This design comes from an exercise in tuning for small area and few clock cycles on the open sky130 flow, not from production work.
In this exercise RTL edits were held to simulation tests only and were not proved equivalent to the original.
No activity file was given, so power comes from the tool's default toggle rates.

## ahb_to_apb_bridge
module ahb_to_apb_bridge (
        input             HCLK,
        input             HRESETn,
        input      [31:0] HADDR,
        input      [2:0]  HSIZE,
        input      [31:0] HWDATA,
        input             HWRITE,
        output     [31:0] HRDATA,
        output            HREADY,
        output            HRESP,
        input             HSELAPB,
        output     [31:0] PADDR,
        output            PSEL,
        output reg        PENABLE,
        output            PWRITE,
        output     [7:0]  PWDATA,
        input      [7:0]  PRDATA,
        input             PREADY,
        input             PSLVERR
);
==> module ahb_to_apb_bridge, before the edit <==
module ahb_to_apb_bridge (
        input             HCLK,
        input             HRESETn,
        input      [31:0] HADDR,
        input      [2:0]  HSIZE,
        input      [31:0] HWDATA,
        input             HWRITE,
        output     [31:0] HRDATA,
        output            HREADY,
        output            HRESP,
        input             HSELAPB,
        output     [31:0] PADDR,
        output            PSEL,
        output reg        PENABLE,
        output            PWRITE,
        output     [7:0]  PWDATA,
        input      [7:0]  PRDATA,
        input             PREADY,
        input             PSLVERR
);
assign HRESP = PSLVERR;
reg  [31:0] s_addr;
reg  [1:0]  s_size;
reg         s_wr;
reg         dp;                  
wire acc = HSELAPB & HREADY;     
always @(posedge HCLK)
        if (acc) begin
                s_addr <= HADDR;
                s_size <= HSIZE[1:0];
                s_wr   <= HWRITE;
        end
reg  [31:0] f_addr [0:7];
reg  [7:0]  f_d0 [0:7];          
reg  [7:0]  f_d1 [0:7];
reg  [7:0]  f_d2 [0:7];
reg  [7:0]  f_d3 [0:7];
reg         f_word [0:7];        
reg  [2:0]  wptr;                
reg  [7:0]  rsel;                
reg  f_empty;                    
wire [7:0] wsel = 8'd1 << wptr;
wire f_full  = ~f_empty & |(rsel & wsel);
reg  [31:0] h_addr;
reg  [31:0] h_data;
reg         h_word;
integer j;
always @(*) begin
        h_addr = 32'd0;
        h_data = 32'd0;
        h_word = 1'b0;
        for (j = 0; j < 8; j = j + 1) begin
                h_addr = h_addr | ({32{rsel[j]}} & f_addr[j]);
                h_data = h_data | ({32{rsel[j]}} & {f_d3[j], f_d2[j], f_d1[j], f_d0[j]});
                h_word = h_word | (rsel[j] & f_word[j]);
        end
end
reg  [1:0]  beat;
reg         psel_r;
wire        rd_now   = HSELAPB & ~HWRITE & ~psel_r & ~dp & f_empty & HRESETn;
assign PSEL = psel_r | rd_now;
wire [31:0] src_addr = ({32{~f_empty}} & h_addr) | ({32{f_empty & dp}} & s_addr) |
                       ({32{f_empty & ~dp}} & HADDR);
wire [1:0]  h_size   = {h_word, ~h_word & h_data[31]};
wire [1:0]  src_size = f_empty ? s_size : h_size;
wire        last     = (beat == {src_size[1], src_size[1] | src_size[0]});
wire        beat_end = PENABLE & PREADY;
wire        xfer_end = beat_end & last;
wire        pop      = xfer_end & ~f_empty;
wire        rd_done  = xfer_end & f_empty;
assign HREADY = ~dp | (s_wr ? (~f_full | pop) : rd_done);
wire push = dp & s_wr & HREADY;
wire rd_st = beat_end & f_empty;
always @(posedge HCLK) begin
        if (push) begin
                f_addr[wptr] <= s_addr;
                f_word[wptr] <= s_size[1];
                f_d3[wptr]   <= {s_size[1] ? HWDATA[31] : s_size[0], HWDATA[30:24]};
        end
        if (push | rd_st & (beat == 2'd0)) f_d0[wptr] <= push ? HWDATA[7:0]   : PRDATA;
        if (push | rd_st & (beat == 2'd1)) f_d1[wptr] <= push ? HWDATA[15:8]  : PRDATA;
        if (push | rd_st & (beat == 2'd2)) f_d2[wptr] <= push ? HWDATA[23:16] : PRDATA;
end
assign PADDR  = src_addr + {30'd0, beat};
assign PWRITE = ~f_empty | (dp ? s_wr : HWRITE);
assign PWDATA = ({8{f_empty}} & HWDATA[7:0]) |
                ({8{~f_empty & (beat == 2'd0)}} & h_data[7:0]) |
                ({8{~f_empty & (beat == 2'd1)}} & h_data[15:8]) |
                ({8{~f_empty & (beat == 2'd2)}} & h_data[23:16]) |
                ({8{~f_empty & (beat == 2'd3)}} & h_data[31:24]);
wire dp_next = acc | (dp & ~HREADY);
wire one    = |(rsel & {wsel[0], wsel[7:1]});   
wire more    = dp_next | push | ~f_empty & ~(pop & one);    
always @(posedge HCLK or negedge HRESETn)
        if (!HRESETn) begin
                dp      <= 1'b0;
                f_empty <= 1'b1;
                wptr    <= 3'd0;
                rsel    <= 8'd1;
                psel_r  <= 1'b0;
                PENABLE <= 1'b0;
                beat    <= 2'd0;
        end else begin
                dp <= dp_next;
                f_empty <= f_empty ? ~push : (pop & one & ~push);
                if (push) wptr <= wptr + 3'd1;
                if (pop)  rsel <= {rsel[6:0], rsel[7]};
                if (!psel_r) begin
                        psel_r  <= more;
                        PENABLE <= rd_now;
                        beat    <= 2'd0;
                end else if (!PENABLE) begin
                        PENABLE <= 1'b1;
                end else if (PREADY) begin
                        PENABLE <= 1'b0;
                        if (last) begin
                                psel_r <= more;
                                beat <= 2'd0;
                        end else
                                beat <= beat + 2'd1;
                end
        end
assign HRDATA = {PRDATA, h_data[23:16],
                 (beat == 2'd1) ? PRDATA : h_data[15:8],
                 (beat == 2'd0) ? PRDATA : h_data[7:0]};
endmodule
Settings: LEC_CHECK=0, CAP_MARGIN=20, CORE_MARGIN=2, CORE_UTILIZATION=40, CTS_CLUSTER_DIAMETER=120, CTS_CLUSTER_SIZE=30, SLEW_MARGIN=20; clock period 6.0 ns.
standard.sh (not shown) runs the stock make flow with config.mk's settings and CLKGATE_MAP_FILE= SYNTH_SCRIPT=/design/flow/synth_recipe.tcl, a recipe that flattens the netlist after the stock synthesis.
==> flow/flow/run.sh <==
#!/bin/bash
# The standard layout (standard.sh) with two changes:
#  - synthesis maps the logic with flow/abc_area.script (area-oriented ABC
#    mapping without ABC's own buffering and gate sizing; OpenROAD repairs
#    timing and slew later in the flow as usual);
#  - the port buffers are plain buf_1 cells.
set -e
mkdir -p scripts
for f in "$FLOW_HOME"/scripts/*; do ln -sf "$f" scripts/; done
rm -f scripts/abc_area.script
cp flow/abc_area.script scripts/abc_area.script
export SCRIPTS_DIR="$PWD/scripts"
export ABC_AREA=1
export BUFFER_PORTS_ARGS="-buffer_cell sky130_fd_sc_hd__buf_1"
bash standard.sh > standard.log 2>&1
==> flow/flow/abc_area.script <==
strash
&get -n
&st
&dc2
&syn2
&dch
&nf -R 1000
&put
topo
The first run completed with no timing, DRC or antenna violations.
Testbench counts at the start, summed over its fixed seeds: cycles 32,537.
==> next run, changes <==
--- a/flow/design.v
+++ b/flow/design.v
@@ -37,9 +37,9 @@
 reg  [7:0]  f_d3 [0:7];
 reg         f_word [0:7];        
-reg  [2:0]  wptr;                
-reg  [7:0]  rsel;                
+reg  [3:0]  wptr;
+reg  [3:0]  rptr;
 reg  f_empty;                    
-wire [7:0] wsel = 8'd1 << wptr;
-wire f_full  = ~f_empty & |(rsel & wsel);
+wire f_full  = (wptr[3] != rptr[3]) && (wptr[2:0] == rptr[2:0]);
+wire [7:0]  rsel = 8'd1 << rptr[2:0];
 reg  [31:0] h_addr;
 reg  [31:0] h_data;
@@ -74,11 +74,11 @@
 always @(posedge HCLK) begin
         if (push) begin
-                f_addr[wptr] <= s_addr;
-                f_word[wptr] <= s_size[1];
-                f_d3[wptr]   <= {s_size[1] ? HWDATA[31] : s_size[0], HWDATA[30:24]};
+                f_addr[wptr[2:0]] <= s_addr;
+                f_word[wptr[2:0]] <= s_size[1];
+                f_d3[wptr[2:0]]   <= {s_size[1] ? HWDATA[31] : s_size[0], HWDATA[30:24]};
         end
-        if (push | rd_st & (beat == 2'd0)) f_d0[wptr] <= push ? HWDATA[7:0]   : PRDATA;
-        if (push | rd_st & (beat == 2'd1)) f_d1[wptr] <= push ? HWDATA[15:8]  : PRDATA;
-        if (push | rd_st & (beat == 2'd2)) f_d2[wptr] <= push ? HWDATA[23:16] : PRDATA;
+        if (push | rd_st & (beat == 2'd0)) f_d0[wptr[2:0]] <= push ? HWDATA[7:0]   : PRDATA;
+        if (push | rd_st & (beat == 2'd1)) f_d1[wptr[2:0]] <= push ? HWDATA[15:8]  : PRDATA;
+        if (push | rd_st & (beat == 2'd2)) f_d2[wptr[2:0]] <= push ? HWDATA[23:16] : PRDATA;
 end
 assign PADDR  = src_addr + {30'd0, beat};
@@ -89,6 +89,8 @@
                 ({8{~f_empty & (beat == 2'd2)}} & h_data[23:16]) |
                 ({8{~f_empty & (beat == 2'd3)}} & h_data[31:24]);
+wire [3:0] wptr_n = wptr + {3'd0, push};
+wire [3:0] rptr_n = rptr + {3'd0, pop};
 wire dp_next = acc | (dp & ~HREADY);
-wire one    = |(rsel & {wsel[0], wsel[7:1]});   
+wire one    = (rptr + 4'd1 == wptr);           
 wire more    = dp_next | push | ~f_empty & ~(pop & one);    
 always @(posedge HCLK or negedge HRESETn)
@@ -96,6 +98,6 @@
                 dp      <= 1'b0;
                 f_empty <= 1'b1;
-                wptr    <= 3'd0;
-                rsel    <= 8'd1;
+                wptr    <= 4'd0;
+                rptr    <= 4'd0;
                 psel_r  <= 1'b0;
                 PENABLE <= 1'b0;
@@ -104,6 +106,6 @@
                 dp <= dp_next;
                 f_empty <= f_empty ? ~push : (pop & one & ~push);
-                if (push) wptr <= wptr + 3'd1;
-                if (pop)  rsel <= {rsel[6:0], rsel[7]};
+                wptr <= wptr_n;
+                rptr <= rptr_n;
                 if (!psel_r) begin
                         psel_r  <= more;
Global-route usage went down by 0.12 points. Synthesized cell count grows by 2.9%. Combinational power went up to 7.3 times its value. Setup slack got worse by 71 ps. Sequential power is higher by 10%. Fmax is lower by 1.2%. Cell count came out higher by 2.9%. Synthesized area rises by 0.58%.
Testbench counts after the change, summed over its fixed seeds: cycles 32,537.

---

## the previous run
The RTL this note starts from:
==> flow/design.v <==
module ahb_to_apb_bridge (
        input             HCLK,
        input             HRESETn,
        input      [31:0] HADDR,
        input      [2:0]  HSIZE,
        input      [31:0] HWDATA,
        input             HWRITE,
        output     [31:0] HRDATA,
        output            HREADY,
        output            HRESP,
        input             HSELAPB,
        output     [31:0] PADDR,
        output            PSEL,
        output reg        PENABLE,
        output            PWRITE,
        output     [7:0]  PWDATA,
        input      [7:0]  PRDATA,
        input             PREADY,
        input             PSLVERR
);
assign HRESP = PSLVERR;
reg  [31:0] s_addr;
reg  [1:0]  s_size;
reg         s_wr;
reg         dp;                  
wire acc = HSELAPB & HREADY;     
always @(posedge HCLK)
        if (acc) begin
                s_addr <= HADDR;
                s_size <= HSIZE[1:0];
                s_wr   <= HWRITE;
        end
reg  [31:0] f_addr [0:7];
reg  [31:0] f_data [0:7];
reg  [1:0]  f_size [0:7];
reg  [3:0]  wptr;
reg  [3:0]  rptr;
wire f_empty = (wptr == rptr);
wire f_full  = (wptr[3] != rptr[3]) && (wptr[2:0] == rptr[2:0]);
wire [31:0] h_addr = f_addr[rptr[2:0]];
wire [31:0] h_data = f_data[rptr[2:0]];
wire [1:0]  h_size = f_size[rptr[2:0]];
reg  [1:0]  beat;
reg         psel_r;
wire        rd_now   = HSELAPB & ~HWRITE & ~psel_r & ~dp & f_empty & HRESETn;
assign PSEL = psel_r | rd_now;
wire [31:0] src_addr = f_empty ? (dp ? s_addr : HADDR) : h_addr;
wire [1:0]  src_size = f_empty ? s_size : h_size;
wire        last     = (beat == {src_size[1], src_size[1] | src_size[0]});
wire        beat_end = PENABLE & PREADY;
wire        xfer_end = beat_end & last;
wire        pop      = xfer_end & ~f_empty;
wire        rd_done  = xfer_end & f_empty;
assign HREADY = ~dp | (s_wr ? (~f_full | pop) : rd_done);
wire push = dp & s_wr & HREADY;
always @(posedge HCLK)
        if (push) begin
                f_addr[wptr[2:0]] <= s_addr;
                f_data[wptr[2:0]] <= HWDATA;
                f_size[wptr[2:0]] <= s_size;
        end
assign PADDR  = src_addr + {30'd0, beat};
assign PWRITE = ~f_empty | (dp ? s_wr : HWRITE);
assign PWDATA = f_empty ? HWDATA[7:0] : h_data[8*beat +: 8];
wire [3:0] wptr_n = wptr + {3'd0, push};
wire [3:0] rptr_n = rptr + {3'd0, pop};
wire dp_next = acc | (dp & ~HREADY);
wire more    = (wptr_n != rptr_n) | dp_next;    
always @(posedge HCLK or negedge HRESETn)
        if (!HRESETn) begin
                dp      <= 1'b0;
                wptr    <= 4'd0;
                rptr    <= 4'd0;
                psel_r  <= 1'b0;
                PENABLE <= 1'b0;
                beat    <= 2'd0;
        end else begin
                dp <= dp_next;
                wptr <= wptr_n;
                rptr <= rptr_n;
                if (!psel_r) begin
                        psel_r  <= more;
                        PENABLE <= rd_now;
                        beat    <= 2'd0;
                end else if (!PENABLE) begin
                        PENABLE <= 1'b1;
                end else if (PREADY) begin
                        PENABLE <= 1'b0;
                        if (last) begin
                                psel_r <= more;
                                beat <= 2'd0;
                        end else
                                beat <= beat + 2'd1;
                end
        end
reg [7:0] r0, r1, r2;
always @(posedge HCLK)
        if (beat_end) begin
                if (beat == 2'd0) r0 <= PRDATA;
                if (beat == 2'd1) r1 <= PRDATA;
                if (beat == 2'd2) r2 <= PRDATA;
        end
assign HRDATA = {PRDATA, r2,
                 (beat == 2'd1) ? PRDATA : r1,
                 (beat == 2'd0) ? PRDATA : r0};
endmodule
Settings: LEC_CHECK=0, CAP_MARGIN=20, CORE_MARGIN=2, CORE_UTILIZATION=40, SLEW_MARGIN=20; clock period 6.0 ns.
run.sh (not shown) runs the stock make flow with config.mk's settings and CLKGATE_MAP_FILE= SYNTH_SCRIPT=/design/flow/synth_recipe.tcl, a recipe that flattens the netlist after the stock synthesis.
Stock flow here: none of the scripts above is used.
Testbench counts of the previous run, summed over its fixed seeds: cycles 32,537.
Changes in the current run relative to the previous run:
--- a/flow/design.v
+++ b/flow/design.v
@@ -31,20 +31,36 @@
                 s_wr   <= HWRITE;
         end
 reg  [31:0] f_addr [0:7];
-reg  [31:0] f_data [0:7];
+reg  [7:0]  f_d0 [0:7];          
+reg  [7:0]  f_d1 [0:7];
+reg  [7:0]  f_d2 [0:7];
+reg  [7:0]  f_d3 [0:7];
 reg  [1:0]  f_size [0:7];
 reg  [3:0]  wptr;
 reg  [3:0]  rptr;
 wire f_empty = (wptr == rptr);
 wire f_full  = (wptr[3] != rptr[3]) && (wptr[2:0] == rptr[2:0]);
-wire [31:0] h_addr = f_addr[rptr[2:0]];
-wire [31:0] h_data = f_data[rptr[2:0]];
-wire [1:0]  h_size = f_size[rptr[2:0]];
+wire [7:0]  rsel = 8'd1 << rptr[2:0];
+reg  [31:0] h_addr;
+reg  [31:0] h_data;
+reg  [1:0]  h_size;
+integer j;
+always @(*) begin
+        h_addr = 32'd0;
+        h_data = 32'd0;
+        h_size = 2'd0;
+        for (j = 0; j < 8; j = j + 1) begin
+                h_addr = h_addr | ({32{rsel[j]}} & f_addr[j]);
+                h_data = h_data | ({32{rsel[j]}} & {f_d3[j], f_d2[j], f_d1[j], f_d0[j]});
+                h_size = h_size | ({2{rsel[j]}} & f_size[j]);
+        end
+end
 reg  [1:0]  beat;
 reg         psel_r;
 wire        rd_now   = HSELAPB & ~HWRITE & ~psel_r & ~dp & f_empty & HRESETn;
 assign PSEL = psel_r | rd_now;
-wire [31:0] src_addr = f_empty ? (dp ? s_addr : HADDR) : h_addr;
+wire [31:0] src_addr = ({32{~f_empty}} & h_addr) | ({32{f_empty & dp}} & s_addr) |
+                       ({32{f_empty & ~dp}} & HADDR);
 wire [1:0]  src_size = f_empty ? s_size : h_size;
 wire        last     = (beat == {src_size[1], src_size[1] | src_size[0]});
 wire        beat_end = PENABLE & PREADY;
@@ -53,15 +69,24 @@
 wire        rd_done  = xfer_end & f_empty;
 assign HREADY = ~dp | (s_wr ? (~f_full | pop) : rd_done);
 wire push = dp & s_wr & HREADY;
-always @(posedge HCLK)
+wire rd_st = beat_end & f_empty;
+always @(posedge HCLK) begin
         if (push) begin
                 f_addr[wptr[2:0]] <= s_addr;
-                f_data[wptr[2:0]] <= HWDATA;
                 f_size[wptr[2:0]] <= s_size;
+                f_d3[wptr[2:0]]   <= HWDATA[31:24];
         end
+        if (push | rd_st & (beat == 2'd0)) f_d0[wptr[2:0]] <= push ? HWDATA[7:0]   : PRDATA;
+        if (push | rd_st & (beat == 2'd1)) f_d1[wptr[2:0]] <= push ? HWDATA[15:8]  : PRDATA;
+        if (push | rd_st & (beat == 2'd2)) f_d2[wptr[2:0]] <= push ? HWDATA[23:16] : PRDATA;
+end
 assign PADDR  = src_addr + {30'd0, beat};
 assign PWRITE = ~f_empty | (dp ? s_wr : HWRITE);
-assign PWDATA = f_empty ? HWDATA[7:0] : h_data[8*beat +: 8];
+assign PWDATA = ({8{f_empty}} & HWDATA[7:0]) |
+                ({8{~f_empty & (beat == 2'd0)}} & h_data[7:0]) |
+                ({8{~f_empty & (beat == 2'd1)}} & h_data[15:8]) |
+                ({8{~f_empty & (beat == 2'd2)}} & h_data[23:16]) |
+                ({8{~f_empty & (beat == 2'd3)}} & h_data[31:24]);
 wire [3:0] wptr_n = wptr + {3'd0, push};
 wire [3:0] rptr_n = rptr + {3'd0, pop};
 wire dp_next = acc | (dp & ~HREADY);
@@ -93,14 +118,7 @@
                                 beat <= beat + 2'd1;
                 end
         end
-reg [7:0] r0, r1, r2;
-always @(posedge HCLK)
-        if (beat_end) begin
-                if (beat == 2'd0) r0 <= PRDATA;
-                if (beat == 2'd1) r1 <= PRDATA;
-                if (beat == 2'd2) r2 <= PRDATA;
-        end
-assign HRDATA = {PRDATA, r2,
-                 (beat == 2'd1) ? PRDATA : r1,
-                 (beat == 2'd0) ? PRDATA : r0};
+assign HRDATA = {PRDATA, h_data[23:16],
+                 (beat == 2'd1) ? PRDATA : h_data[15:8],
+                 (beat == 2'd0) ? PRDATA : h_data[7:0]};
 endmodule
--- outcome ---
Relative to the previous run, clock network contribution to total cell area has decreased by 1.2 points in the current run.
For switching power, dividing the value from the current run by the value from the previous run gives 1.15.
Delta (the current run minus the previous run): routed wire length went up; detail-routed via count per cell went up 0.33; die area shrank by about 3.6%.
The current run reports a higher combinational share of power than the previous run does.
From the previous run to the current run the numbers moved as follows: fraction of final layout cells with drive strength greater than 1 saw a decrease; synthesized cell count saw an increase; utilization after layout saw an increase.
Testbench counts of the current run, summed over its fixed seeds: cycles 32,537.

re-timing with driven ports:
The flow's constraints put no driver on any port. The routed layouts listed below were extracted and timed again, unchanged, in two steps.
Step 1 (the two cells are an assumption about what drives the block):
set clk [get_ports {HCLK}]
set_driving_cell -lib_cell sky130_fd_sc_hd__clkbuf_16 $clk
set_driving_cell -lib_cell sky130_fd_sc_hd__buf_2 [delete_from_list [all_inputs] $clk]
Step 2 also shifts input and output timing later by t, the mid clock arrival at the registers, as if the neighbouring blocks saw the same clock.
a / b / c = ideal / step 1 / step 2; a / b = the first two.
| run | shift t [ns] | setup slack, ns | worst hold slack (ns) | worst slew at a driven data input, ns | pins driven straight from the clock port |
|---|---|---|---|---|---|
| the first run of note 1 | 0.628 | 0.263 / 0.205 / 0.401 | 0.584 / 0.549 / 0.593 | 0.11 | 1 |
| the second run of note 1 | 0.625 | 0.192 / 0.135 / 0.760 | 0.499 / 0.499 / 0.499 | 0.12 | 1 |
| the previous run | 0.641 | 0.190 / 0.110 / 0.110 | 0.533 / 0.533 / 0.533 | 0.09 | 1 |
| the current run | 0.673 | 0.182 / 0.120 / 0.328 | 0.588 / 0.588 / 0.588 | 0.10 | 1 |
After both steps every run listed still meets setup and hold. The setup slack of the previous run, which loses most, moves by -0.080 ns with the drivers and by -0.080 ns with both steps.
